This is an optimization exercise on Yosys and OpenROAD, whose aim is small area, a short achievable clock period and few clock cycles, not a production implementation.
No functional check of the RTL was part of this run.

==> design.v <==
`timescale 1ns / 1ps
module abs_diff_7(
    input [7:0] x,
    input [7:0] y,
    output [7:0] absdiff
    );
	 assign absdiff = (x>y) ? x-y : y-x;
endmodule
`timescale 1ns / 1ps
module abs_diff_9(
    input [9:0] x,
    input [9:0] y,
    output [9:0] absdiff
    );
	 assign absdiff = (x>y) ? x-y : y-x;
endmodule
`timescale 1ns / 1ps
module abs_val_8
    (input signed [8:0] v,
     output wire [7:0] absv);
     assign absv = (v[8] == 1) ? ((~v)+1) : v;
endmodule
`timescale 1ns / 1ps
module quadrant(
    input signed [8:0] x,
    input signed [8:0] y,
    output [1:0] q
    );
	 wire [1:0] x_p;
	 wire [1:0] x_n;
	 assign x_p = (y >= 0) ? 0 : 3;
	 assign x_n = (y >= 0) ? 1 : 2;
	 assign q = (x >= 0) ? x_p : x_n;
endmodule
`timescale 1ns / 1ps
module polar_to_cartesian
    (input [11:0] r_theta,  
     output reg signed [8:0] x_value,  
     output reg signed [8:0] y_value);
	parameter POS = 9'sb0_0000_0001;
	parameter NEG = 9'sb1_1111_1111;
   parameter ZERO = 9'sb0_0000_0000;
   wire [31:0] rsin_15deg;  
   wire [31:0] rsin_30deg;  
   wire [31:0] rsin_45deg;  
   wire [31:0] rsin_60deg;  
   wire [31:0] rsin_75deg;  
   assign rsin_15deg = (r_theta[7:0]*66) >> 8;  
   assign rsin_30deg = r_theta[7:0] >> 2;  
   assign rsin_45deg = (r_theta[7:0]*181) >> 8;             
   assign rsin_60deg = (r_theta[7:0]*222) >> 8;  
   assign rsin_75deg = (r_theta[7:0]*247) >> 8;
   always @(*) begin
      case (r_theta[11:8])
         4'h1: begin  
            x_value = POS*rsin_75deg[7:0]; 
            y_value = POS*rsin_15deg[7:0];
         end
         4'h2: begin  
            x_value = POS*rsin_60deg[7:0]; 
            y_value = POS*rsin_30deg[7:0];
         end
         4'h3: begin  
            x_value = POS*rsin_45deg[7:0]; 
            y_value = POS*rsin_45deg[7:0];
         end
         4'h4: begin  
            x_value = POS*rsin_30deg[7:0]; 
            y_value = POS*rsin_60deg[7:0];
         end
         4'h5: begin  
            x_value = POS*rsin_15deg[7:0]; 
            y_value = POS*rsin_75deg[7:0];
         end
         4'h6: begin  
            x_value = POS*ZERO; 
            y_value = POS*r_theta[7:0];
         end
         4'h7: begin  
            x_value = NEG*rsin_15deg[7:0]; 
            y_value = POS*rsin_75deg[7:0];
         end
         4'h8: begin  
            x_value = NEG*rsin_30deg[7:0]; 
            y_value = POS*rsin_60deg[7:0];
         end
         4'h9: begin  
            x_value = NEG*rsin_45deg[7:0]; 
            y_value = POS*rsin_45deg[7:0];
         end
         4'hA: begin  
            x_value = NEG*rsin_60deg[7:0]; 
            y_value = POS*rsin_30deg[7:0];
         end
         4'hB: begin  
            x_value = NEG*rsin_75deg[7:0]; 
            y_value = POS*rsin_15deg[7:0];
         end
         4'hC: begin  
            x_value = NEG*r_theta[7:0]; 
            y_value = ZERO;
         end
         default: begin  
            x_value = POS*r_theta[7:0]; 
            y_value = ZERO;
         end
      endcase
   end
endmodule
`timescale 1ns / 1ps
module calc_abs7rtan_00_75_15
    (input [7:0] r,
     output wire [7:0] abs7rtan_15,
     output wire [7:0] abs7rtan_30,
     output wire [7:0] abs7rtan_45,
     output wire [9:0] abs7rtan_60,
     output wire [9:0] abs7rtan_75);
		wire signed [31:0] rtan_15deg;  
		wire signed [31:0] rtan_30deg;  
		wire signed [31:0] rtan_60deg;  
		wire signed [31:0] rtan_75deg;  
		assign rtan_15deg = (r*16'sh0225) >>> 11;
		assign rtan_30deg = (r*16'sh024f) >>> 10;
		assign rtan_60deg = (r*16'sh0DDB) >>> 11;
		assign rtan_75deg = (r*16'sh1DDB) >>> 11;
		assign abs7rtan_15 = rtan_15deg[7:0];
		assign abs7rtan_30 = rtan_30deg[7:0];
		assign abs7rtan_45 = r;
		assign abs7rtan_60 = rtan_60deg[9:0];
		assign abs7rtan_75 = rtan_75deg[9:0];
endmodule
`timescale 1ns / 1ps
module find_min_5_vals_cascading(
    input [7:0] input1,
    input [7:0] input2,
    input [7:0] input3,
    input [7:0] input4,
    input [7:0] input5,
    output [2:0] output_index
    );
	wire comp1_2;
	wire comp2_3;
	wire comp3_4;
	wire comp4_5;
	assign comp1_2 = input1 >= input2;
	assign comp2_3 = input2 >= input3;
	assign comp3_4 = input3 >= input4;
	assign comp4_5 = input4 >= input5;
	wire is1;
	wire is5;
	wire is2;
	wire is4;
	assign is1 = ((!comp1_2) & (!comp2_3) & (!comp3_4) & (!comp4_5));
	assign is5 = (comp1_2 & comp2_3 & comp3_4 & comp4_5);
	assign is2 = ((!is1) & (!is5) & (!comp2_3) & (!comp3_4));
	assign is4 = ((!is1) & (!is5) & (comp2_3) & (comp3_4));
	assign output_index = is1 ? 3'h1 : (is5 ? 3'h5 : (is2 ? 3'h2 : (is4 ? 3'h4 : 3'h3)));
endmodule
`timescale 1ns / 1ps
module calc_r_y_theta(
   input [7:0] y,
   input [7:0] x,  
   input [3:0] theta,
   output reg [7:0] r);
   wire [31:0] r_15deg;  
   wire [31:0] r_30deg;  
   wire [31:0] r_45deg;  
   wire [31:0] r_60deg;  
   wire [31:0] r_75deg;  
   assign r_15deg = (y*989) >> 10;
   assign r_30deg = y >> 9;
   assign r_45deg = (y*362) >> 10;
   assign r_60deg = (y*296) >> 10;
   assign r_75deg = (y*265) >> 10;
   always @(*) begin
      case(theta)
         1: r = r_15deg[7:0];
         2: r = r_30deg[7:0];
         3: r = r_45deg[7:0];
         4: r = r_60deg[7:0];
         5: r = r_75deg[7:0];
         6: r = y;  
         default: r = x;  
      endcase
   end
endmodule
`timescale 1ns / 1ps
module orientation_math
    (input [11:0] r_theta_original,  
     input [11:0] r_theta_final,  
     input clock,
     input enable,
     input reset,
     output reg done,
     output reg [4:0] orientation);
	parameter DEG360 = 5'h18;
	parameter DEG180 = 5'h0C;
	parameter ERROR_FACTOR = 4;
	reg [3:0] state;
	parameter IDLE 			 	= 4'h0;
	parameter SHORTCUT_TEST		= 4'h1;
	parameter SHORTCUT_TEST_2	= 4'h2;
	parameter PTC					= 4'h3;
	parameter DELTAS				= 4'h4;
	parameter ABS_DELTA_QUAD 	= 4'h5;
	parameter DX_TAN				= 4'h6;
	parameter ABS_DIFF			= 4'h7;
	parameter BASE_ANGLE_CALC	= 4'h8;
	parameter CALC_ORIENTATION	= 4'h9;
	parameter REPORT			 	= 4'hF;
	reg [4:0] original_base_angle;
	reg [4:0] shortcut_quadrant_adjust;
	reg signed [8:0] x_original;
	reg signed [8:0] y_original;
	reg signed [8:0] x_final;
	reg signed [8:0] y_final;
	wire signed [8:0] x_original_t;
	wire signed [8:0] y_original_t;
	wire signed [8:0] x_final_t;
	wire signed [8:0] y_final_t;
	polar_to_cartesian ptc_original (.r_theta(r_theta_original),.x_value(x_original_t),.y_value(y_original_t));
	polar_to_cartesian ptc_final (.r_theta(r_theta_final),.x_value(x_final_t),.y_value(y_final_t));
	reg signed [8:0] delta_y;
	reg signed [8:0] delta_x;
	wire [7:0] abs_delta_x_t;
	wire [7:0] abs_delta_y_t;
	reg [7:0] abs_delta_x;
	reg [7:0] abs_delta_y;
	reg [1:0] quadrant;
	wire [1:0] quadrant_t;
	abs_val_8 absx (.v(delta_x),.absv(abs_delta_x_t));
	abs_val_8 absy (.v(delta_y),.absv(abs_delta_y_t));
	quadrant q1 (.x(delta_x),.y(delta_y),.q(quadrant_t));
	reg [7:0] abs_dx_tan15;
	reg [7:0] abs_dx_tan30;
	reg [7:0] abs_dx_tan45;
	reg [9:0] abs_dx_tan60;
	reg [9:0] abs_dx_tan75;
	wire [7:0] abs_dx_tan15_t;
	wire [7:0] abs_dx_tan30_t;
	wire [7:0] abs_dx_tan45_t;
	wire [9:0] abs_dx_tan60_t;
	wire [9:0] abs_dx_tan75_t;
	calc_abs7rtan_00_75_15 abstan(.r(abs_delta_x),.abs7rtan_15(abs_dx_tan15_t),
											 .abs7rtan_30(abs_dx_tan30_t),.abs7rtan_45(abs_dx_tan45_t),
											 .abs7rtan_60(abs_dx_tan60_t),.abs7rtan_75(abs_dx_tan75_t));
	reg [7:0] diff_15;
	reg [7:0] diff_30;
	reg [7:0] diff_45;
	reg [7:0] diff_60;
	reg [7:0] diff_75;
	wire [7:0] diff_15_t;
	wire [7:0] diff_30_t;
	wire [7:0] diff_45_t;
	wire [9:0] diff_60_t;
	wire [9:0] diff_75_t;
	abs_diff_7 abdiff15 (.y(abs_delta_y),.x(abs_dx_tan15),.absdiff(diff_15_t));
	abs_diff_7 abdiff30 (.y(abs_delta_y),.x(abs_dx_tan30),.absdiff(diff_30_t));
	abs_diff_7 abdiff45 (.y(abs_delta_y),.x(abs_dx_tan45),.absdiff(diff_45_t));
	abs_diff_9 abdiff60 (.y({2'b00,abs_delta_y}),.x(abs_dx_tan60),.absdiff(diff_60_t));
	abs_diff_9 abdiff75 (.y({2'b00,abs_delta_y}),.x(abs_dx_tan75),.absdiff(diff_75_t));
	reg [2:0] base_angle;
	wire [2:0] base_angle_t;
	find_min_5_vals_cascading min5( 	.input1(diff_15),.input2(diff_30),
												.input3(diff_45),.input4(diff_60),
												.input5(diff_75),.output_index(base_angle_t));
   always @(posedge clock) begin
      if (reset) begin
         state <= IDLE;
         done <= 0;
			orientation <= 5'h00;
      end
      else begin
         case(state)
				SHORTCUT_TEST: begin
					if (r_theta_original[11:8] == r_theta_final[11:8]) begin
						original_base_angle <= {1'b0,r_theta_original[11:8]};
						shortcut_quadrant_adjust <= (r_theta_final[7:0] >= r_theta_original[7:0]) ? 0 : 12;
						state <= SHORTCUT_TEST_2;
					end
					else begin
						state <= PTC;
					end
				end
				SHORTCUT_TEST_2: begin
					orientation <= original_base_angle + shortcut_quadrant_adjust;
					state <= REPORT;
				end
				PTC: begin
					x_original <= x_original_t;
					y_original <= y_original_t;
					x_final <= x_final_t;
					y_final <= y_final_t;
					state <= DELTAS;
				end
				DELTAS: begin
					delta_x <= x_final - x_original;
					delta_y <= y_final - y_original;
					state <= ABS_DELTA_QUAD;
				end
				ABS_DELTA_QUAD: begin
					abs_delta_x <= abs_delta_x_t;
					abs_delta_y <= abs_delta_y_t;
					quadrant <= quadrant_t;
					state <= DX_TAN;
				end
				DX_TAN: begin
					if (abs_delta_y <= ERROR_FACTOR) begin
						orientation <= 0 + (delta_x < 0 ? 12 : 0);
						state <= REPORT;
					end
					else if (abs_delta_x <= ERROR_FACTOR) begin
						orientation <= 6 + (delta_y < 0 ? 12 : 0);
						state <= REPORT;
					end
					else begin
						abs_dx_tan15 <= abs_dx_tan15_t;
						abs_dx_tan30 <= abs_dx_tan30_t;
						abs_dx_tan45 <= abs_dx_tan45_t;
						abs_dx_tan60 <= abs_dx_tan60_t;
						abs_dx_tan75 <= abs_dx_tan75_t;
						state <= ABS_DIFF;
					end
				end
				ABS_DIFF: begin
					diff_15 <= diff_15_t;
					diff_30 <= diff_30_t;
					diff_45 <= diff_45_t;
					diff_60 <= diff_60_t > 8'hFF ? 8'hFE : diff_60_t[7:0];  
					diff_75 <= diff_75_t > 8'hFF ? 8'hFF : diff_75_t[7:0];
					state <= BASE_ANGLE_CALC;
   			end
				BASE_ANGLE_CALC: begin
					base_angle <= base_angle_t;
					state <= CALC_ORIENTATION;
				end
				CALC_ORIENTATION: begin
					case(quadrant)
						1: orientation <= (DEG180 - base_angle);  
						2: orientation <= (DEG180 + base_angle);  
						3: orientation <= (DEG360 - base_angle);  
						default: orientation <= base_angle;  
					endcase
					state <= REPORT;
				end
				REPORT: begin
					done <= 1;
					state <= IDLE;
					if (orientation >= DEG360) begin
						orientation <= orientation - DEG360;
					end
				end
				default: begin
					if (enable) begin
						state <= SHORTCUT_TEST;
						done <= 0;
					end
				end
			endcase
		end
	end
endmodule
`timescale 1ns / 1ps
module path_math
    (input [11:0] location,  
     input [11:0] target,  
     input [4:0] current_orientation,  
     input clock,
     input enable,
     input reset,
     output reg done,
     output [4:0] needed_orientation,  
     output [11:0] move_command);  
   wire [7:0] xm_l, ym_l, xm_t, ym_t;
   wire       xs_l, xs_t;
   ptc_mag ptc_l (.r_theta(location), .xm(xm_l), .ym(ym_l), .xs(xs_l));
   ptc_mag ptc_t (.r_theta(target),   .xm(xm_t), .ym(ym_t), .xs(xs_t));
   wire       xsame = (xs_t == xs_l);
   wire [9:0] ex_s = {1'b0, xm_t, xsame} + {xsame, xm_l ^ {8{xsame}}, xsame};
   wire [9:0] dy_s = {1'b0, ym_t, 1'b1} + {1'b1, ~ym_l, 1'b1};
   wire [8:0] ex_t = ex_s[9:1];
   wire [8:0] dy_t = dy_s[9:1];
   reg [8:0] ex, dy;
   reg       exneg, busy;
   always @(posedge clock) begin
      ex <= ex_t;
      dy <= dy_t;
      exneg <= xs_t;
      busy <= enable & ~reset;
   end
   wire       ex_nz = |ex;
   wire       dxneg = exneg ? ((ex_nz & ~ex[8]) | (ex == 9'h100)) : ex[8];
   wire       dyneg = dy[8];
   wire [1:0] quad = {dyneg, dxneg ^ dyneg};  
   wire       sx = ex[8];
   wire       sy = dy[8];
   wire [7:0] ac = ex[7:0] ^ {8{sx}};
   wire [7:0] yc = dy[7:0] ^ {8{sy}};
   wire [7:0] y, a;
   pm_abs ab (.ac(ac), .sx(sx), .yc(yc), .sy(sy), .y(y), .a(a));
   wire ysmall = dy[8] ? (dy[7:0] >= 8'hFC) : (dy[7:0] <= 8'd4);
   wire asmall = ex[8] ? ((ex[7:0] >= 8'hFC) || (ex[7:0] == 8'h00)) : (ex[7:0] <= 8'd4);
   wire c12, c23, c34, c45;
   pm_compare cmp (.a(a), .y(y), .c12(c12), .c23(c23), .c34(c34), .c45(c45));
   wire       same = (location[11:8] == target[11:8]);
   wire [4:0] sum_s = {1'b0, location[11:8]} + ((target[7:0] >= location[7:0]) ? 5'd0 : 5'd12);
   wire [4:0] need_s = (sum_s >= 5'd24) ? sum_s - 5'd24 : sum_s;
   wire       pre = same | ysmall | asmall;
   wire [4:0] need_p = same ? need_s : (ysmall ? (dxneg ? 5'd12 : 5'd0) : (dyneg ? 5'd18 : 5'd6));
   reg  [2:0] ba_p;
   always @(*) begin
      case (quad)
         2'd1: ba_p = 3'd4 - need_p[2:0];
         2'd2: ba_p = need_p[2:0] + 3'd4;
         2'd3: ba_p = 3'd0 - need_p[2:0];
         default: ba_p = need_p[2:0];
      endcase
   end
   wire use_a = pre & ((ba_p == 3'd0) | (ba_p == 3'd7));
   reg       r_c12, r_c23, r_c34, r_c45, r_pre;
   reg [1:0] r_quad;
   reg [4:0] r_need_p, cur;
   reg [7:0] ry;
   always @(posedge clock) begin
      if (reset) begin
         done <= 1'b0;
      end else if (busy) begin
         done <= 1'b1;
      end else if (enable) begin
         done <= 1'b0;
      end
      if (busy) begin
         r_c12 <= c12;
         r_c23 <= c23;
         r_c34 <= c34;
         r_c45 <= c45;
         r_pre <= pre;
         r_quad <= quad;
         r_need_p <= need_p;
         cur <= current_orientation;
         ry <= use_a ? a : y;
      end
   end
   wire is1 = ~r_c12 & ~r_c23 & ~r_c34 & ~r_c45;
   wire is5 = r_c12 & r_c23 & r_c34 & r_c45;
   wire is2 = ~is1 & ~is5 & ~r_c23 & ~r_c34;
   wire is4 = ~is1 & ~is5 & r_c23 & r_c34;
   wire [2:0] b = is1 ? 3'd1 : (is5 ? 3'd5 : (is2 ? 3'd2 : (is4 ? 3'd4 : 3'd3)));
   reg [4:0] need_n;
   always @(*) begin
      case (r_quad)
         2'd1: need_n = 5'd12 - b;
         2'd2: need_n = 5'd12 + b;
         2'd3: need_n = 5'd24 - b;
         default: need_n = {2'b00, b};
      endcase
   end
   wire [4:0] need = r_pre ? r_need_p : need_n;
   reg  [2:0] ba_o;
   always @(*) begin
      case (r_quad)
         2'd1: ba_o = 3'd4 - r_need_p[2:0];
         2'd2: ba_o = r_need_p[2:0] + 3'd4;
         2'd3: ba_o = 3'd0 - r_need_p[2:0];
         default: ba_o = r_need_p[2:0];
      endcase
   end
   wire [2:0] ba = r_pre ? ba_o : b;
   wire [6:0] d1, d3, d4, d5;
   pm_distance dd (.y(ry), .d1(d1), .d3(d3), .d4(d4), .d5(d5));
   reg  [6:0]  dist_v;
   always @(*) begin
      case (ba)
         3'd1: dist_v = d1;
         3'd2: dist_v = 7'd0;
         3'd3: dist_v = d3;
         3'd4: dist_v = d4;
         3'd5: dist_v = d5;
         default: dist_v = ry[6:0];   
      endcase
   end
   wire [4:0] angle = need - cur + ((cur > need) ? 5'd24 : 5'd0);
   assign needed_orientation = need;
   assign move_command = {angle, dist_v};
endmodule
module ptc_mag
    (input [11:0] r_theta,
     output reg [7:0] xm,
     output reg [7:0] ym,
     output xs);
   wire [7:0] r = r_theta[7:0];
   wire [3:0] t = r_theta[11:8];
   wire [6:0] m15;                    
   wire [7:0] m30 = {2'b00, r[7:2]};
   wire [7:0] m45, m60, m75;          
   pm_ptc_products pp (.r(r), .m15(m15), .m45(m45), .m60(m60), .m75(m75));
   wire [2:0] k = (t <= 4'd6) ? t[2:0] : ((t <= 4'd12) ? 3'd4 - t[2:0] : 3'd0);
   assign xs = (t >= 4'd7) && (t <= 4'd12);
   wire j1 = (k == 3'd1) | (k == 3'd5);
   wire j2 = (k == 3'd2) | (k == 3'd4);
   wire j3 = (k == 3'd3);
   wire j0 = ~(j1 | j2 | j3);
   wire [7:0] sm = ({8{j1}} & {1'b0, m15}) | ({8{j2}} & m30) | ({8{j3}} & m45);
   wire [7:0] lg = ({8{j1}} & m75) | ({8{j2}} & m60) | ({8{j3}} & m45) | ({8{j0}} & r);
   wire swap = (k >= 3'd4);
   always @(*) begin
      xm = swap ? sm : lg;
      ym = swap ? lg : sm;
   end
endmodule
module pm_ptc_products
   (input [7:0] r,
    output [6:0] m15,
    output [7:0] m45,
    output [7:0] m60,
    output [7:0] m75);
   wire p_1;
   wire p_2;
   wire p_3;
   wire p_4;
   wire p_5;
   wire p_6;
   wire p_7;
   wire p_8;
   wire p_9;
   wire p_10;
   wire p_11;
   wire p_12;
   wire p_13;
   wire p_14;
   wire p_15;
   wire p_16;
   wire p_17;
   wire p_18;
   wire p_19;
   wire p_20;
   wire p_21;
   wire p_22;
   wire p_23;
   wire p_24;
   wire p_25;
   wire p_26;
   wire p_27;
   wire p_28;
   wire p_29;
   wire p_30;
   wire p_31;
   wire p_32;
   wire p_33;
   wire p_34;
   wire p_35;
   wire p_36;
   wire p_37;
   wire p_38;
   wire p_40;
   wire p_41;
   wire p_42;
   wire p_43;
   wire p_44;
   wire p_45;
   wire p_46;
   wire p_47;
   wire p_48;
   wire p_49;
   wire p_50;
   wire p_51;
   wire p_52;
   wire p_53;
   wire p_54;
   wire p_55;
   wire p_56;
   wire p_57;
   wire p_58;
   wire p_59;
   wire p_60;
   wire p_61;
   wire p_62;
   wire p_63;
   wire p_64;
   wire p_65;
   wire p_66;
   wire p_67;
   wire p_68;
   wire p_69;
   wire p_70;
   wire p_71;
   wire p_73;
   wire p_74;
   wire p_75;
   wire p_76;
   wire p_77;
   wire p_78;
   wire p_79;
   wire p_80;
   wire p_81;
   wire p_82;
   wire p_83;
   wire p_84;
   wire p_85;
   wire p_86;
   wire p_87;
   wire p_88;
   wire p_89;
   wire p_90;
   wire p_91;
   wire p_92;
   wire p_93;
   wire p_94;
   wire p_95;
   wire p_96;
   wire p_97;
   wire p_98;
   wire p_99;
   wire p_100;
   wire p_101;
   wire p_102;
   wire p_103;
   wire p_104;
   wire [13:0] p_s0 = {1'b0, r[7], r[6], r[5], r[4], r[3], r[2], r[1], r[0], r[4], r[3], r[2], r[1], r[0]} + {1'b0, 1'b0, 1'b0, 1'b0, 1'b0, 1'b0, r[7], r[6], r[5], 1'b0, 1'b0, 1'b0, 1'b0, 1'b0};
   assign p_1 = r[7] ^ r[5];
   assign p_2 = r[7] & r[5];
   assign p_3 = r[6] ^ r[4];
   assign p_4 = r[6] & r[4];
   assign p_5 = r[7] ^ r[5];
   assign p_6 = r[7] & r[5];
   assign p_7 = r[5] ^ r[3];
   assign p_8 = r[5] & r[3];
   assign p_9 = r[6] ^ r[4] ^ r[2];
   assign p_10 = (r[6] & r[4]) | (r[6] & r[2]) | (r[4] & r[2]);
   assign p_11 = p_1 ^ r[3] ^ r[2];
   assign p_12 = (p_1 & r[3]) | (p_1 & r[2]) | (r[3] & r[2]);
   assign p_13 = p_3 ^ r[3] ^ r[1];
   assign p_14 = (p_3 & r[3]) | (p_3 & r[1]) | (r[3] & r[1]);
   assign p_15 = p_5 ^ r[4] ^ r[2];
   assign p_16 = (p_5 & r[4]) | (p_5 & r[2]) | (r[4] & r[2]);
   assign p_17 = r[6] ^ r[5] ^ r[3];
   assign p_18 = (r[6] & r[5]) | (r[6] & r[3]) | (r[5] & r[3]);
   assign p_19 = r[7] ^ r[6];
   assign p_20 = r[7] & r[6];
   assign p_21 = r[4] ^ r[2];
   assign p_22 = r[4] & r[2];
   assign p_23 = p_7 ^ r[1] ^ r[0];
   assign p_24 = (p_7 & r[1]) | (p_7 & r[0]) | (r[1] & r[0]);
   assign p_25 = p_9 ^ r[1] ^ p_8;
   assign p_26 = (p_9 & r[1]) | (p_9 & p_8) | (r[1] & p_8);
   assign p_27 = p_11 ^ r[0] ^ p_10;
   assign p_28 = (p_11 & r[0]) | (p_11 & p_10) | (r[0] & p_10);
   assign p_29 = p_13 ^ p_2 ^ p_12;
   assign p_30 = (p_13 & p_2) | (p_13 & p_12) | (p_2 & p_12);
   assign p_31 = p_15 ^ p_4 ^ p_14;
   assign p_32 = (p_15 & p_4) | (p_15 & p_14) | (p_4 & p_14);
   assign p_33 = p_17 ^ p_6 ^ p_16;
   assign p_34 = (p_17 & p_6) | (p_17 & p_16) | (p_6 & p_16);
   assign p_35 = p_19 ^ r[4] ^ p_18;
   assign p_36 = (p_19 & r[4]) | (p_19 & p_18) | (r[4] & p_18);
   assign p_37 = r[7] ^ r[5] ^ p_20;
   assign p_38 = (r[7] & r[5]) | (r[7] & p_20) | (r[5] & p_20);
   wire [15:0] p_s39 = {1'b0, r[7], r[6], p_37, p_35, p_33, p_31, p_29, p_27, p_25, p_23, p_21, r[3], r[2], r[1], r[0]} + {1'b0, 1'b0, p_38, p_36, p_34, p_32, p_30, p_28, p_26, p_24, p_22, r[0], r[1], r[0], 1'b0, 1'b0};
   assign p_40 = ~r[0];
   assign p_41 = ~r[1];
   assign p_42 = ~r[2];
   assign p_43 = ~r[3];
   assign p_44 = ~r[4];
   assign p_45 = ~r[0];
   assign p_46 = ~r[5];
   assign p_47 = ~r[1];
   assign p_48 = ~r[6];
   assign p_49 = ~r[2];
   assign p_50 = ~r[7];
   assign p_51 = ~r[3];
   assign p_52 = ~r[4];
   assign p_53 = ~r[5];
   assign p_54 = ~r[6];
   assign p_55 = ~r[7];
   assign p_56 = p_44 ^ p_45;
   assign p_57 = p_44 & p_45;
   assign p_58 = p_46 ^ p_47;
   assign p_59 = p_46 & p_47;
   assign p_60 = p_48 ^ p_49;
   assign p_61 = p_48 & p_49;
   assign p_62 = p_50 ^ p_51 ^ r[0];
   assign p_63 = (p_50 & p_51) | (p_50 & r[0]) | (p_51 & r[0]);
   assign p_64 = p_52 ^ r[1] ^ 1'b1;
   assign p_65 = (p_52 & r[1]) | (p_52 & 1'b1) | (r[1] & 1'b1);
   assign p_66 = p_53 ^ r[2] ^ 1'b1;
   assign p_67 = (p_53 & r[2]) | (p_53 & 1'b1) | (r[2] & 1'b1);
   assign p_68 = p_54 ^ r[3] ^ 1'b1;
   assign p_69 = (p_54 & r[3]) | (p_54 & 1'b1) | (r[3] & 1'b1);
   assign p_70 = p_55 ^ r[4] ^ 1'b1;
   assign p_71 = (p_55 & r[4]) | (p_55 & 1'b1) | (r[4] & 1'b1);
   wire [14:0] p_s72 = {r[7], r[6], r[5], p_70, p_68, p_66, p_64, p_62, p_60, p_58, p_56, p_43, p_42, p_41, p_40} + {1'b1, 1'b1, p_71, p_69, p_67, p_65, p_63, p_61, p_59, p_57, 1'b1, 1'b0, 1'b0, 1'b0, 1'b1};
   assign p_73 = ~r[0];
   assign p_74 = ~r[1];
   assign p_75 = ~r[2];
   assign p_76 = ~r[3];
   assign p_77 = ~r[0];
   assign p_78 = ~r[4];
   assign p_79 = ~r[1];
   assign p_80 = ~r[5];
   assign p_81 = ~r[2];
   assign p_82 = ~r[6];
   assign p_83 = ~r[3];
   assign p_84 = ~r[7];
   assign p_85 = ~r[4];
   assign p_86 = ~r[5];
   assign p_87 = ~r[6];
   assign p_88 = ~r[7];
   assign p_89 = p_76 ^ p_77;
   assign p_90 = p_76 & p_77;
   assign p_91 = p_78 ^ p_79;
   assign p_92 = p_78 & p_79;
   assign p_93 = p_80 ^ p_81;
   assign p_94 = p_80 & p_81;
   assign p_95 = p_82 ^ p_83;
   assign p_96 = p_82 & p_83;
   assign p_97 = p_84 ^ p_85;
   assign p_98 = p_84 & p_85;
   assign p_99 = p_86 ^ r[0] ^ 1'b1;
   assign p_100 = (p_86 & r[0]) | (p_86 & 1'b1) | (r[0] & 1'b1);
   assign p_101 = p_87 ^ r[1] ^ 1'b1;
   assign p_102 = (p_87 & r[1]) | (p_87 & 1'b1) | (r[1] & 1'b1);
   assign p_103 = p_88 ^ r[2] ^ 1'b1;
   assign p_104 = (p_88 & r[2]) | (p_88 & 1'b1) | (r[2] & 1'b1);
   wire [15:0] p_s105 = {r[7], r[6], r[5], r[4], r[3], p_103, p_101, p_99, p_97, p_95, p_93, p_91, p_89, p_75, p_74, p_73} + {1'b1, 1'b1, 1'b1, 1'b1, p_104, p_102, p_100, p_98, p_96, p_94, p_92, p_90, 1'b1, 1'b0, 1'b0, 1'b1};
   assign m15 = {p_s0[13], p_s0[12], p_s0[11], p_s0[10], p_s0[9], p_s0[8], p_s0[7]};
   assign m45 = {p_s39[15], p_s39[14], p_s39[13], p_s39[12], p_s39[11], p_s39[10], p_s39[9], p_s39[8]};
   assign m60 = {p_s72[14], p_s72[13], p_s72[12], p_s72[11], p_s72[10], p_s72[9], p_s72[8], p_s72[7]};
   assign m75 = {p_s105[15], p_s105[14], p_s105[13], p_s105[12], p_s105[11], p_s105[10], p_s105[9], p_s105[8]};
endmodule
module pm_compare
   (input [7:0] a,
    input [7:0] y,
    output c12,
    output c23,
    output c34,
    output c45);
   wire c_0;
   wire c_1;
   wire c_2;
   wire c_3;
   wire c_4;
   wire c_5;
   wire c_6;
   wire c_7;
   wire c_8;
   wire c_9;
   wire c_10;
   wire c_11;
   wire c_12;
   wire c_13;
   wire c_14;
   wire c_15;
   wire c_17;
   wire c_18;
   wire c_19;
   wire c_20;
   wire c_21;
   wire c_22;
   wire c_23;
   wire c_24;
   wire c_25;
   wire c_26;
   wire c_27;
   wire c_28;
   wire c_29;
   wire c_30;
   wire c_31;
   wire c_32;
   wire c_33;
   wire c_34;
   wire c_35;
   wire c_36;
   wire c_37;
   wire c_38;
   wire c_39;
   wire c_40;
   wire c_41;
   wire c_42;
   wire c_43;
   wire c_44;
   wire c_45;
   wire c_46;
   wire c_47;
   wire c_48;
   wire c_49;
   wire c_50;
   wire c_51;
   wire c_52;
   wire c_53;
   wire c_54;
   wire c_55;
   wire c_56;
   wire c_58;
   wire c_59;
   wire c_60;
   wire c_61;
   wire c_62;
   wire c_63;
   wire c_64;
   wire c_66;
   wire c_67;
   wire c_68;
   wire c_69;
   wire c_70;
   wire c_71;
   wire c_72;
   wire c_73;
   wire c_74;
   wire c_75;
   wire c_76;
   wire c_77;
   wire c_78;
   wire c_79;
   wire c_80;
   wire c_81;
   wire c_82;
   wire c_83;
   wire c_84;
   wire c_85;
   wire c_86;
   wire c_87;
   wire c_88;
   wire c_89;
   wire c_90;
   wire c_91;
   wire c_92;
   wire c_93;
   wire c_94;
   wire c_95;
   wire c_96;
   wire c_98;
   wire c_99;
   wire c_100;
   wire c_101;
   wire c_102;
   wire c_103;
   wire c_104;
   wire c_105;
   wire c_107;
   wire c_108;
   wire c_109;
   wire c_110;
   wire c_111;
   wire c_112;
   wire c_113;
   wire c_114;
   wire c_115;
   wire c_116;
   wire c_117;
   wire c_118;
   wire c_119;
   wire c_120;
   wire c_121;
   wire c_122;
   wire c_123;
   wire c_124;
   wire c_125;
   wire c_126;
   wire c_127;
   wire c_128;
   wire c_129;
   wire c_130;
   wire c_131;
   wire c_132;
   wire c_133;
   wire c_134;
   wire c_135;
   wire c_136;
   wire c_137;
   wire c_139;
   wire c_140;
   wire c_141;
   wire c_142;
   wire c_143;
   wire c_144;
   wire c_145;
   wire c_146;
   wire c_147;
   wire c_148;
   wire c_149;
   wire c_150;
   wire c_151;
   wire c_152;
   wire c_153;
   wire c_154;
   wire c_155;
   wire c_156;
   wire c_157;
   wire c_158;
   wire c_159;
   wire c_160;
   wire c_161;
   wire c_162;
   wire c_163;
   wire c_164;
   wire c_165;
   wire c_166;
   wire c_167;
   wire c_168;
   wire c_169;
   wire c_170;
   wire c_172;
   wire c_173;
   wire c_174;
   wire c_175;
   wire c_176;
   wire c_177;
   wire c_178;
   wire c_179;
   wire c_180;
   wire c_181;
   wire c_182;
   wire c_184;
   wire c_185;
   wire c_186;
   wire c_187;
   wire c_188;
   wire c_189;
   wire c_190;
   wire c_191;
   wire c_192;
   wire c_193;
   wire c_194;
   wire c_195;
   wire c_196;
   wire c_197;
   wire c_198;
   wire c_199;
   wire c_200;
   wire c_201;
   wire c_202;
   wire c_203;
   wire c_204;
   wire c_205;
   wire c_206;
   wire c_207;
   wire c_208;
   wire c_209;
   wire c_210;
   wire c_212;
   wire c_213;
   wire c_214;
   wire c_215;
   wire c_216;
   wire c_217;
   wire c_218;
   wire c_219;
   assign c_0 = a[5] ^ a[3];
   assign c_1 = a[5] & a[3];
   assign c_2 = a[6] ^ a[4] ^ a[1];
   assign c_3 = (a[6] & a[4]) | (a[6] & a[1]) | (a[4] & a[1]);
   assign c_4 = a[7] ^ a[5] ^ a[2];
   assign c_5 = (a[7] & a[5]) | (a[7] & a[2]) | (a[5] & a[2]);
   assign c_6 = a[6] ^ a[3];
   assign c_7 = a[6] & a[3];
   assign c_8 = a[7] ^ a[4] ^ a[0];
   assign c_9 = (a[7] & a[4]) | (a[7] & a[0]) | (a[4] & a[0]);
   assign c_10 = a[5] ^ a[1];
   assign c_11 = a[5] & a[1];
   assign c_12 = a[6] ^ a[2];
   assign c_13 = a[6] & a[2];
   assign c_14 = a[7] ^ a[3];
   assign c_15 = a[7] & a[3];
   wire [17:0] c_s16 = {1'b0, a[7], a[6], a[5], a[4], c_14, c_12, c_10, c_8, c_6, c_4, c_2, c_0, a[4], a[3], a[2], a[1], a[0]} + {1'b0, 1'b0, 1'b0, 1'b0, c_15, c_13, c_11, c_9, c_7, c_5, c_3, c_1, a[0], a[2], a[1], a[0], 1'b0, 1'b0};
   assign c_17 = ~a[0];
   assign c_18 = ~a[1];
   assign c_19 = ~a[2];
   assign c_20 = ~a[3];
   assign c_21 = ~a[4];
   assign c_22 = ~a[5];
   assign c_23 = ~a[6];
   assign c_24 = ~a[7];
   assign c_25 = a[5] ^ a[3];
   assign c_26 = a[5] & a[3];
   assign c_27 = a[6] ^ a[4] ^ a[1];
   assign c_28 = (a[6] & a[4]) | (a[6] & a[1]) | (a[4] & a[1]);
   assign c_29 = a[7] ^ a[5] ^ a[2];
   assign c_30 = (a[7] & a[5]) | (a[7] & a[2]) | (a[5] & a[2]);
   assign c_31 = a[6] ^ a[3];
   assign c_32 = a[6] & a[3];
   assign c_33 = a[7] ^ a[4];
   assign c_34 = a[7] & a[4];
   assign c_35 = c_23 ^ a[2];
   assign c_36 = c_23 & a[2];
   assign c_37 = c_24 ^ a[3] ^ a[1];
   assign c_38 = (c_24 & a[3]) | (c_24 & a[1]) | (a[3] & a[1]);
   assign c_39 = a[4] ^ a[2] ^ 1'b1;
   assign c_40 = (a[4] & a[2]) | (a[4] & 1'b1) | (a[2] & 1'b1);
   assign c_41 = c_25 ^ a[0] ^ 1'b1;
   assign c_42 = (c_25 & a[0]) | (c_25 & 1'b1) | (a[0] & 1'b1);
   assign c_43 = c_27 ^ 1'b1 ^ c_26;
   assign c_44 = (c_27 & 1'b1) | (c_27 & c_26) | (1'b1 & c_26);
   assign c_45 = c_29 ^ 1'b1 ^ c_28;
   assign c_46 = (c_29 & 1'b1) | (c_29 & c_28) | (1'b1 & c_28);
   assign c_47 = c_31 ^ 1'b1 ^ c_30;
   assign c_48 = (c_31 & 1'b1) | (c_31 & c_30) | (1'b1 & c_30);
   assign c_49 = c_33 ^ 1'b1 ^ c_32;
   assign c_50 = (c_33 & 1'b1) | (c_33 & c_32) | (1'b1 & c_32);
   assign c_51 = a[5] ^ 1'b1 ^ c_34;
   assign c_52 = (a[5] & 1'b1) | (a[5] & c_34) | (1'b1 & c_34);
   assign c_53 = a[6] ^ 1'b1;
   assign c_54 = a[6] & 1'b1;
   assign c_55 = a[7] ^ 1'b1;
   assign c_56 = a[7] & 1'b1;
   wire [17:0] c_s57 = {1'b1, c_55, c_53, c_51, c_49, c_47, c_45, c_43, c_41, c_39, c_37, c_35, c_22, c_21, c_20, c_19, c_18, c_17} + {c_56, c_54, c_52, c_50, c_48, c_46, c_44, c_42, c_40, c_38, c_36, a[0], a[1], a[0], 1'b0, 1'b0, 1'b0, 1'b1};
   assign c_58 = ~c_s16[11];
   assign c_59 = ~c_s16[12];
   assign c_60 = ~c_s16[13];
   assign c_61 = ~c_s16[14];
   assign c_62 = ~c_s16[15];
   assign c_63 = ~c_s16[16];
   assign c_64 = ~c_s16[17];
   wire [9:0] c_s65 = {1'b1, a[7], a[6], a[5], a[4], a[3], a[2], a[1], a[0], c_58} + {1'b0, 1'b1, 1'b1, c_64, c_63, c_62, c_61, c_60, c_59, 1'b1};
   assign c_66 = ~a[0];
   assign c_67 = ~c_s16[11];
   assign c_68 = ~a[1];
   assign c_69 = ~c_s16[12];
   assign c_70 = ~a[2];
   assign c_71 = ~c_s16[13];
   assign c_72 = ~a[3];
   assign c_73 = ~c_s16[14];
   assign c_74 = ~a[4];
   assign c_75 = ~c_s16[15];
   assign c_76 = ~a[5];
   assign c_77 = ~c_s16[16];
   assign c_78 = ~a[6];
   assign c_79 = ~c_s16[17];
   assign c_80 = ~a[7];
   assign c_81 = c_66 ^ c_67;
   assign c_82 = c_66 & c_67;
   assign c_83 = c_68 ^ c_69;
   assign c_84 = c_68 & c_69;
   assign c_85 = c_70 ^ a[0] ^ c_71;
   assign c_86 = (c_70 & a[0]) | (c_70 & c_71) | (a[0] & c_71);
   assign c_87 = c_72 ^ a[1] ^ c_73;
   assign c_88 = (c_72 & a[1]) | (c_72 & c_73) | (a[1] & c_73);
   assign c_89 = c_74 ^ a[2] ^ c_75;
   assign c_90 = (c_74 & a[2]) | (c_74 & c_75) | (a[2] & c_75);
   assign c_91 = c_76 ^ a[3] ^ c_77;
   assign c_92 = (c_76 & a[3]) | (c_76 & c_77) | (a[3] & c_77);
   assign c_93 = c_78 ^ a[4] ^ c_79;
   assign c_94 = (c_78 & a[4]) | (c_78 & c_79) | (a[4] & c_79);
   assign c_95 = c_80 ^ a[5] ^ 1'b1;
   assign c_96 = (c_80 & a[5]) | (c_80 & 1'b1) | (a[5] & 1'b1);
   wire [10:0] c_s97 = {1'b1, a[7], a[6], c_95, c_93, c_91, c_89, c_87, c_85, c_83, c_81} + {1'b0, 1'b1, c_96, c_94, c_92, c_90, c_88, c_86, c_84, c_82, 1'b1};
   assign c_98 = ~c_s57[10];
   assign c_99 = ~c_s57[11];
   assign c_100 = ~c_s57[12];
   assign c_101 = ~c_s57[13];
   assign c_102 = ~c_s57[14];
   assign c_103 = ~c_s57[15];
   assign c_104 = ~c_s57[16];
   assign c_105 = ~c_s57[17];
   wire [10:0] c_s106 = {1'b1, 1'b1, y[7], y[6], y[5], y[4], y[3], y[2], y[1], y[0], c_98} + {1'b0, 1'b0, 1'b1, c_105, c_104, c_103, c_102, c_101, c_100, c_99, 1'b1};
   assign c_107 = ~c_s16[11];
   assign c_108 = ~c_s16[12];
   assign c_109 = ~c_s16[13];
   assign c_110 = ~c_s16[14];
   assign c_111 = ~c_s16[15];
   assign c_112 = ~c_s16[16];
   assign c_113 = ~c_s16[17];
   assign c_114 = c_s106[0] ^ c_107;
   assign c_115 = c_s106[0] & c_107;
   assign c_116 = c_s106[1] ^ c_108;
   assign c_117 = c_s106[1] & c_108;
   assign c_118 = c_s106[2] ^ c_109;
   assign c_119 = c_s106[2] & c_109;
   assign c_120 = c_s106[3] ^ c_110;
   assign c_121 = c_s106[3] & c_110;
   assign c_122 = c_s106[4] ^ c_111;
   assign c_123 = c_s106[4] & c_111;
   assign c_124 = c_s106[5] ^ c_112;
   assign c_125 = c_s106[5] & c_112;
   assign c_126 = c_s106[6] ^ c_113;
   assign c_127 = c_s106[6] & c_113;
   assign c_128 = c_s106[7] ^ 1'b1;
   assign c_129 = c_s106[7] & 1'b1;
   assign c_130 = c_s106[8] ^ 1'b1;
   assign c_131 = c_s106[8] & 1'b1;
   assign c_132 = c_s106[9] ^ 1'b1;
   assign c_133 = c_s106[9] & 1'b1;
   assign c_134 = c_s106[10] ^ 1'b1;
   assign c_135 = c_s106[10] & 1'b1;
   assign c_136 = c_s106[10] ^ 1'b1;
   assign c_137 = c_s106[10] & 1'b1;
   wire [11:0] c_s138 = {c_136, c_134, c_132, c_130, c_128, c_126, c_124, c_122, c_120, c_118, c_116, c_114} + {c_135, c_133, c_131, c_129, c_127, c_125, c_123, c_121, c_119, c_117, c_115, 1'b1};
   assign c_139 = ~a[0];
   assign c_140 = ~a[1];
   assign c_141 = ~a[2];
   assign c_142 = ~a[3];
   assign c_143 = ~a[4];
   assign c_144 = ~a[5];
   assign c_145 = ~a[6];
   assign c_146 = ~a[7];
   assign c_147 = c_s106[0] ^ c_139;
   assign c_148 = c_s106[0] & c_139;
   assign c_149 = c_s106[1] ^ c_140;
   assign c_150 = c_s106[1] & c_140;
   assign c_151 = c_s106[2] ^ c_141;
   assign c_152 = c_s106[2] & c_141;
   assign c_153 = c_s106[3] ^ c_142;
   assign c_154 = c_s106[3] & c_142;
   assign c_155 = c_s106[4] ^ c_143;
   assign c_156 = c_s106[4] & c_143;
   assign c_157 = c_s106[5] ^ c_144;
   assign c_158 = c_s106[5] & c_144;
   assign c_159 = c_s106[6] ^ c_145;
   assign c_160 = c_s106[6] & c_145;
   assign c_161 = c_s106[7] ^ c_146;
   assign c_162 = c_s106[7] & c_146;
   assign c_163 = c_s106[8] ^ 1'b1;
   assign c_164 = c_s106[8] & 1'b1;
   assign c_165 = c_s106[9] ^ 1'b1;
   assign c_166 = c_s106[9] & 1'b1;
   assign c_167 = c_s106[10] ^ 1'b1;
   assign c_168 = c_s106[10] & 1'b1;
   assign c_169 = c_s106[10] ^ 1'b1;
   assign c_170 = c_s106[10] & 1'b1;
   wire [11:0] c_s171 = {c_169, c_167, c_165, c_163, c_161, c_159, c_157, c_155, c_153, c_151, c_149, c_147} + {c_168, c_166, c_164, c_162, c_160, c_158, c_156, c_154, c_152, c_150, c_148, 1'b1};
   assign c_172 = ~c_s97[0];
   assign c_173 = ~c_s97[1];
   assign c_174 = ~c_s97[2];
   assign c_175 = ~c_s97[3];
   assign c_176 = ~c_s97[4];
   assign c_177 = ~c_s97[5];
   assign c_178 = ~c_s97[6];
   assign c_179 = ~c_s97[7];
   assign c_180 = ~c_s97[8];
   assign c_181 = ~c_s97[9];
   assign c_182 = ~c_s97[10];
   wire [11:0] c_s183 = {1'b1, c_182, c_181, y[7], y[6], y[5], y[4], y[3], y[2], y[1], y[0], c_172} + {1'b0, 1'b0, 1'b0, c_180, c_179, c_178, c_177, c_176, c_175, c_174, c_173, 1'b1};
   assign c_184 = ~c_s97[0];
   assign c_185 = ~c_s97[1];
   assign c_186 = ~c_s97[2];
   assign c_187 = ~c_s97[3];
   assign c_188 = ~c_s97[4];
   assign c_189 = ~c_s97[5];
   assign c_190 = ~c_s97[6];
   assign c_191 = ~c_s97[7];
   assign c_192 = ~c_s97[8];
   assign c_193 = ~c_s97[9];
   assign c_194 = ~c_s97[10];
   assign c_195 = y[0] ^ c_184;
   assign c_196 = y[0] & c_184;
   assign c_197 = y[1] ^ c_185;
   assign c_198 = y[1] & c_185;
   assign c_199 = y[2] ^ c_186;
   assign c_200 = y[2] & c_186;
   assign c_201 = y[3] ^ c_187;
   assign c_202 = y[3] & c_187;
   assign c_203 = y[4] ^ c_188;
   assign c_204 = y[4] & c_188;
   assign c_205 = y[5] ^ c_189;
   assign c_206 = y[5] & c_189;
   assign c_207 = y[6] ^ c_190;
   assign c_208 = y[6] & c_190;
   assign c_209 = y[7] ^ c_191;
   assign c_210 = y[7] & c_191;
   wire [11:0] c_s211 = {1'b1, c_194, c_193, c_192, c_209, c_207, c_205, c_203, c_201, c_199, c_197, c_195} + {1'b0, 1'b0, 1'b0, c_210, c_208, c_206, c_204, c_202, c_200, c_198, c_196, 1'b1};
   assign c_212 = c_s65[0] ^ y[0];
   assign c_213 = c_s65[1] ^ y[1];
   assign c_214 = c_s65[2] ^ y[2];
   assign c_215 = c_s65[3] ^ y[3];
   assign c_216 = c_s65[4] ^ y[4];
   assign c_217 = c_s65[5] ^ y[5];
   assign c_218 = c_s65[6] ^ y[6];
   assign c_219 = c_s65[7] ^ y[7];
   assign c12 = ~c_s138[11];
   assign c23 = ~c_s171[11];
   assign c34 = ~c_s183[11];
   assign c45 = ~c_s211[11] | (~c_s65[9] & c_s65[8] & ~(c_212 | c_213 | c_214 | c_215 | c_216 | c_217 | c_218 | c_219));
endmodule
module pm_distance
   (input [7:0] y,
    output [6:0] d1,
    output [6:0] d3,
    output [6:0] d4,
    output [6:0] d5);
   wire q_1;
   wire q_2;
   wire q_3;
   wire q_4;
   wire q_5;
   wire q_6;
   wire q_7;
   wire q_8;
   wire q_9;
   wire q_10;
   wire q_11;
   wire q_12;
   wire q_13;
   wire q_14;
   wire q_15;
   wire q_16;
   wire q_17;
   wire q_18;
   wire q_19;
   wire q_20;
   wire q_21;
   wire q_22;
   wire q_23;
   wire q_24;
   wire q_26;
   wire q_27;
   wire q_28;
   wire q_29;
   wire q_30;
   wire q_31;
   wire q_32;
   wire q_33;
   wire q_34;
   wire q_35;
   wire q_36;
   wire q_37;
   wire q_38;
   wire q_39;
   wire q_40;
   wire q_41;
   wire q_42;
   wire q_43;
   wire q_44;
   wire q_45;
   wire [11:0] q_s0 = {1'b0, y[7], y[6], y[5], y[4], y[3], y[2], y[1], y[0], y[2], y[1], y[0]} + {1'b0, 1'b0, 1'b0, 1'b0, y[7], y[6], y[5], y[4], y[3], 1'b0, 1'b0, 1'b0};
   assign q_1 = ~q_s0[0];
   assign q_2 = ~q_s0[1];
   assign q_3 = ~q_s0[2];
   assign q_4 = ~q_s0[3];
   assign q_5 = ~q_s0[4];
   assign q_6 = ~q_s0[5];
   assign q_7 = ~q_s0[6];
   assign q_8 = ~q_s0[7];
   assign q_9 = ~q_s0[8];
   assign q_10 = ~q_s0[9];
   assign q_11 = ~q_s0[10];
   assign q_12 = ~q_s0[11];
   assign q_13 = q_1 ^ y[2];
   assign q_14 = q_1 & y[2];
   assign q_15 = q_2 ^ y[3];
   assign q_16 = q_2 & y[3];
   assign q_17 = q_3 ^ y[4];
   assign q_18 = q_3 & y[4];
   assign q_19 = q_4 ^ y[5];
   assign q_20 = q_4 & y[5];
   assign q_21 = q_5 ^ y[6];
   assign q_22 = q_5 & y[6];
   assign q_23 = q_6 ^ y[7];
   assign q_24 = q_6 & y[7];
   wire [16:0] q_s25 = {y[6], y[5], y[4], y[3], y[2], y[1], y[0], q_8, q_7, q_23, q_21, q_19, q_17, q_15, q_13, y[1], y[0]} + {1'b1, 1'b1, 1'b1, q_12, q_11, q_10, q_9, 1'b0, q_24, q_22, q_20, q_18, q_16, q_14, 1'b1, 1'b0, 1'b0};
   assign q_26 = q_s0[0] ^ q_s0[2];
   assign q_27 = q_s0[0] & q_s0[2];
   assign q_28 = q_s0[1] ^ q_s0[3] ^ y[5];
   assign q_29 = (q_s0[1] & q_s0[3]) | (q_s0[1] & y[5]) | (q_s0[3] & y[5]);
   assign q_30 = q_s0[2] ^ q_s0[4] ^ y[6];
   assign q_31 = (q_s0[2] & q_s0[4]) | (q_s0[2] & y[6]) | (q_s0[4] & y[6]);
   assign q_32 = q_s0[3] ^ q_s0[5] ^ y[7];
   assign q_33 = (q_s0[3] & q_s0[5]) | (q_s0[3] & y[7]) | (q_s0[5] & y[7]);
   assign q_34 = q_s0[4] ^ q_s0[6];
   assign q_35 = q_s0[4] & q_s0[6];
   assign q_36 = q_s0[5] ^ q_s0[7];
   assign q_37 = q_s0[5] & q_s0[7];
   assign q_38 = q_s0[6] ^ q_s0[8];
   assign q_39 = q_s0[6] & q_s0[8];
   assign q_40 = q_s0[7] ^ q_s0[9];
   assign q_41 = q_s0[7] & q_s0[9];
   assign q_42 = q_s0[8] ^ q_s0[10];
   assign q_43 = q_s0[8] & q_s0[10];
   assign q_44 = q_s0[9] ^ q_s0[11];
   assign q_45 = q_s0[9] & q_s0[11];
   wire [15:0] q_s46 = {q_s0[11], q_s0[10], q_44, q_42, q_40, q_38, q_36, q_34, q_32, q_30, q_28, q_26, q_s0[1], q_s0[0], y[1], y[0]} + {1'b0, q_45, q_43, q_41, q_39, q_37, q_35, q_33, q_31, q_29, q_27, y[4], y[3], y[2], 1'b0, 1'b0};
   wire [13:0] q_s47 = {q_s0[11], q_s0[10], q_s0[9], q_s0[8], q_s0[7], q_s0[6], q_s0[5], q_s0[4], q_s0[3], q_s0[2], q_s0[1], q_s0[0], y[1], y[0]} + {1'b0, 1'b0, 1'b0, 1'b0, 1'b0, 1'b0, y[7], y[6], y[5], y[4], y[3], y[2], 1'b0, 1'b0};
   wire [16:0] q_s48 = {1'b0, y[7], y[6], y[5], y[4], y[3], y[2], y[1], y[0], q_s0[7], q_s0[6], q_s0[5], q_s0[4], q_s0[3], q_s0[2], q_s0[1], q_s0[0]} + {1'b0, 1'b0, 1'b0, 1'b0, 1'b0, q_s0[11], q_s0[10], q_s0[9], q_s0[8], 1'b0, 1'b0, 1'b0, 1'b0, 1'b0, 1'b0, 1'b0, 1'b0};
   assign d1 = {q_s25[16], q_s25[15], q_s25[14], q_s25[13], q_s25[12], q_s25[11], q_s25[10]};
   assign d3 = {q_s46[15], q_s46[14], q_s46[13], q_s46[12], q_s46[11], q_s46[10], q_s46[9]};
   assign d4 = {q_s47[13], q_s47[12], q_s47[11], q_s47[10], q_s47[9], q_s47[8], q_s47[7]};
   assign d5 = {q_s48[16], q_s48[15], q_s48[14], q_s48[13], q_s48[12], q_s48[11], q_s48[10]};
endmodule
module pm_abs
   (input [7:0] ac,
    input sx,
    input [7:0] yc,
    input sy,
    output [7:0] y,
    output [7:0] a);
   wire [7:0] i_s0 = {yc[7], yc[6], yc[5], yc[4], yc[3], yc[2], yc[1], yc[0]} + {1'b0, 1'b0, 1'b0, 1'b0, 1'b0, 1'b0, 1'b0, sy};
   wire [7:0] i_s1 = {ac[7], ac[6], ac[5], ac[4], ac[3], ac[2], ac[1], ac[0]} + {1'b0, 1'b0, 1'b0, 1'b0, 1'b0, 1'b0, 1'b0, sx};
   assign y = {i_s0[7], i_s0[6], i_s0[5], i_s0[4], i_s0[3], i_s0[2], i_s0[1], i_s0[0]};
   assign a = {i_s1[7], i_s1[6], i_s1[5], i_s1[4], i_s1[3], i_s1[2], i_s1[1], i_s1[0]};
endmodule
==> run.sh <==
#!/bin/bash
# synth_recipe.tcl (not shown) runs the flow's synth.tcl, then flattens the netlist and writes it again
# the make line also repeats each setting of config.mk as NAME=value (left out here)
make -C /OpenROAD-flow-scripts/flow DESIGN_CONFIG=/design/flow/config.mk WORK_HOME=/design/flow/orfs CLKGATE_MAP_FILE= SYNTH_SCRIPT=/design/flow/synth_recipe.tcl finish
==> config.mk <==
export PLATFORM = sky130hd
export DESIGN_NAME = path_math
export DESIGN_NICKNAME = path_math
export VERILOG_FILES = /design/flow/design.v
export SDC_FILE = /design/flow/constraint.sdc
export NUM_CORES = 4
export LEC_CHECK = 0
export CAP_MARGIN = 5
export CORE_MARGIN = 2
export CORE_UTILIZATION = 60
export SETUP_SLACK_MARGIN = 5
export SLEW_MARGIN = 5
==> constraint.sdc <==
create_clock -name core_clock -period 12.0 [get_ports {clock}]
set_input_delay 2.4000 -clock core_clock [delete_from_list [all_inputs] [get_ports {clock}]]
set_output_delay 2.4000 -clock core_clock [all_outputs]
set_load 0.01 [all_outputs]
==> reports/results.ini <==
[setup_path]
worst_r2r_endpoint = r_c45$_DFFE_PP_
criticalPathCategory = primary input to register
crit_path_max_cell_delay_ns = 0.52
cp_data_arrival_time_ns = 7.13
worstSetupStartpoint = location[4]
critical_path_peak_fanout = 12
critical_path.endpoint_type = register
worstSetupStartpointType = primary input
reg2reg_slack_ns = 5.25
list_of_cells_traversed_by_the_critical_path = buf_2 > clkinvlp_4 > ha_1 > ha_1 > or4_1 > a221oi_2 > o21bai_1 > a41oi_1 > and4_1 > nor2_1 > o311ai_0 > a221oi_1 > xor2_1 > ha_1 > and3_1 > a211oi_2 > xor2_1
r2r_cells = 32
required_ns = 12.21
crit_slowest_cell = sky130_fd_sc_hd__or4_1
crit-reg2reg-launch = ex[0]$_DFF_P_
critPathMostFrequentCell = sky130_fd_sc_hd__ha_1

[clocking]
cts_root_buf = sky130_fd_sc_hd__clkbuf_16
post_cts_hold_buffer_count = 0
cts-buffers-inserted = 5
h-tree-depth = 2
clk_pin_slew_worst_paths_ns = 0.06
clkSinkCount = 46
clkLatencyLatePin_ns = 0.29
cts_buffer_depth = 2
cts_tree = done

[detailed_routing]
ant_nets = 0
routed_wire_length_per_instance_um = 17.15
dr.first_iter.drc_count = 678
avgViaCountPerCell = 6.031
wirelength_mm = 35.92
drtPass1Iterations = 8
num_vias = 12640
drc = 0

[floorplanning]
core_region_area_um2 = 22640
die_y_um = 155.8
std_cell_rows = 55
ios = 50
floorplan_die_area_um2 = 24280
floorplan.die.width_um = 155.8
start_util_pct = 61.07

[worst_hold_path]
holdPathEnd = done$_SDFFE_PP0P_
min_path_cells = 2
hold_path.startpoint = done$_SDFFE_PP0P_
worst_hold_path_type = register to register

[timing]
fin_tns_setup_ns = 0
setup_repair_after_global_routing_missed_its_margin = yes
clock-skew-final_ns = 0.006198
slew_viol_final = 0
worst_slack_ns = 5.082
slew_headroom_pct = 25.99
timing.final.crit_share_pct = 57.65
setup_viol = 0
max_freq_mhz = 144.5
period_needed_ns = 6.918
max_slew.worst_pin.slew_ns = 1.109
report.final.hold_viol_count = 0

[logic_synthesis]
synth-async-reset-ratio_pct = 0
mappedNetlistNets = 2117
synth-main-ff-cell = sky130_fd_sc_hd__edfxtp_1
synth_top_cell_area_share_pct = 29.23
synth_cell_types = 86
synth_seq_area_share_pct = 8.470
synth_enable_flop_cells = 25
syn_inst = 1721
yosysTopAreaCell = sky130_fd_sc_hd__ha_1
syn_area_um2 = 13830
synth.area.top_cells = sky130_fd_sc_hd__ha_1 (29%), sky130_fd_sc_hd__xnor2_1 (6.3%), sky130_fd_sc_hd__fa_1 (5.9%)
yosysWarningCount = 2
leading_cell_type_by_number_of_instances_after_synthesis = sky130_fd_sc_hd__ha_1
ys_top_cells_by_count = sky130_fd_sc_hd__ha_1 (323), sky130_fd_sc_hd__inv_1 (203), sky130_fd_sc_hd__a21oi_1 (110), sky130_fd_sc_hd__o21ai_0 (105), sky130_fd_sc_hd__nand2_1 (104)
syn_area_per_cell_um2 = 8.034
ffs_latches_synth = 46

[global_route]
grt_max_degree = 27
grt_antenna_before_repair = 0
grtUsageTotal_pct = 28.94
first_global_vias = 12010
grt_first_pass_wirelength_mm = 58.13
globalRoute.totalOverflow = 0

[final_layout]
filler_cell_count = 1890
count_of_placed_standard_cells_in_the_final_layout_fillers_left_out = 2095
diodes = 0
drive_above_1_share_pct = 13.92
final_net_count = 2205
syn_to_final_growth_pct = 14.97

[placement]
dpl.hpwl_mm = 28.28
gp_congestion = 0.9643
post-place-cells = 2024
buffer_ports.inserted = 49
worst_setup_timing_slack_at_the_placement_stage_ns = 3.638

[run]
drv_cap = 0

[status]
status = finished clean

logic make-up (layout without fill, tap and decap cells):
kind of cell / Yosys count / after routing / synth area share, %
compound gates: 455 / 455 / 21.63
xor+xnor: 148 / 148 / 9.628
fa+ha+maj: 364 / 364 / 35.16
buf+inv: 247 / 336 / 6.922
flops: 46 / 46 / 8.470
mux: 32 / 32 / 2.434
simple gates: 429 / 429 / 15.75
sequential cells by signal, summed over array words and instances (netlist names):
signal	flops
r_c12	1
r_c34	1
r_quad	2
done	1
exneg	1
r_pre	1
ex	9
dy	9
r_c23	1
cur	5
ry	8
r_need_p	5
busy	1
r_c45	1
how the worst max path moves through the flow:
stage | end | slack, ns | cells after the start
6_report | ex[8]$_DFF_P_ | 5.08 | 17
5_1_grt | ex[8]$_DFF_P_ | 4.88 | 17
4_1_cts | ex[8]$_DFF_P_ | 4.93 | 21
3_5_place_dp | ex[8]$_DFF_P_ | 3.64 | 21
3_3_place_gp | ex[8]$_DFF_P_ | 3.79 | 21
2_1_floorplan | r_c45$_DFFE_PP_ | 5.05 | 31
metrics by stage:
stage | utilization (%) | cell area (um^2) | hold WS (ns)
floorplan | - | 13840 | 0.5223
global route | 70.21 | 15900 | 0.5242
finish | 70.21 | 15900 | 0.4918
detailed placement | 64.38 | 14580 | 0.4797
global placement | 64.38 | 14580 | 0.4722
CTS | 67.41 | 15260 | 0.4973
per-layer routing:
layer,vias to the layer above,global-route usage (%),routed length [um]
met5,-,0,0
met4,0,8.213,1004
met3,61,1.528,1137
met2,289,53.08,17840
met1,5957,36.79,15940
li1,6328,-,-
timing repair:
action / 4_1_cts / 5_1_grt
gates resized for setup: 127 / 117
pin swaps: 14 / 41
setup buffers: 32 / 31
endpoints found under the setup margin: 23 / 21
final cells by class:
type                            instances  area, um^2  area share (%)
Inverter                              206       814.5           5.124
Multi-Input combinational cell       1428       12350           77.71
Clock buffer                            6       150.1          0.9445
Sequential cell                        46        1184           7.446
Tap cell                              285       356.6           2.243
Clock inverter                          2       17.52          0.1102
Timing Repair Buffer                  122        1021           6.423
layout by cell type, fill, tap and decap left out, types with 26 or more instances in the layout:
master                            instances
sky130_fd_sc_hd__ha_1                   307
sky130_fd_sc_hd__inv_1                  190
sky130_fd_sc_hd__nand2_1                101
sky130_fd_sc_hd__o21ai_0                 92
sky130_fd_sc_hd__xnor2_1                 91
sky130_fd_sc_hd__a21oi_1                 90
sky130_fd_sc_hd__nor2_1                  85
sky130_fd_sc_hd__buf_4                   72
sky130_fd_sc_hd__a21o_1                  45
sky130_fd_sc_hd__nand3_1                 43
sky130_fd_sc_hd__fa_1                    40
sky130_fd_sc_hd__xor2_1                  38
sky130_fd_sc_hd__o21a_1                  30
sky130_fd_sc_hd__nor3_1                  27
sky130_fd_sc_hd__clkdlybuf4s50_1         27
sky130_fd_sc_hd__nand2b_1                26
worst max-delay path: cells and delay by family:
kind,cells,cell delay [ns]
compound gates,6,1.81
xor+xnor,2,0.35
fa+ha+maj,3,0.89
buf+inv,2,0.57
simple gates,4,1.09

re-timing with driven ports:
How much do the figures lean on ideal ports? The routed layout below was timed once more, with nothing changed but the port constraints. Step 1 assumes that a clkbuf_16 drives the clock port and a buf_2 every other input. Step 2 moves the port delays by t, midway between the first and last clock arrival at a register: inputs arrive t later, outputs are due t later. That takes back most of the time a late clock gives input paths. a / b / c = ideal ports / drivers / drivers and shift; a / b = the first two.
t (ns): 0.320
setup slack, ns: 5.082 / 5.095 / 4.775
worst hold slack (ns): 0.492 / 0.492 / 0.492
After both steps setup and hold are still met in this run. For this run, drivers alone change the setup slack by +0.013 ns; drivers and shift together by -0.307 ns.
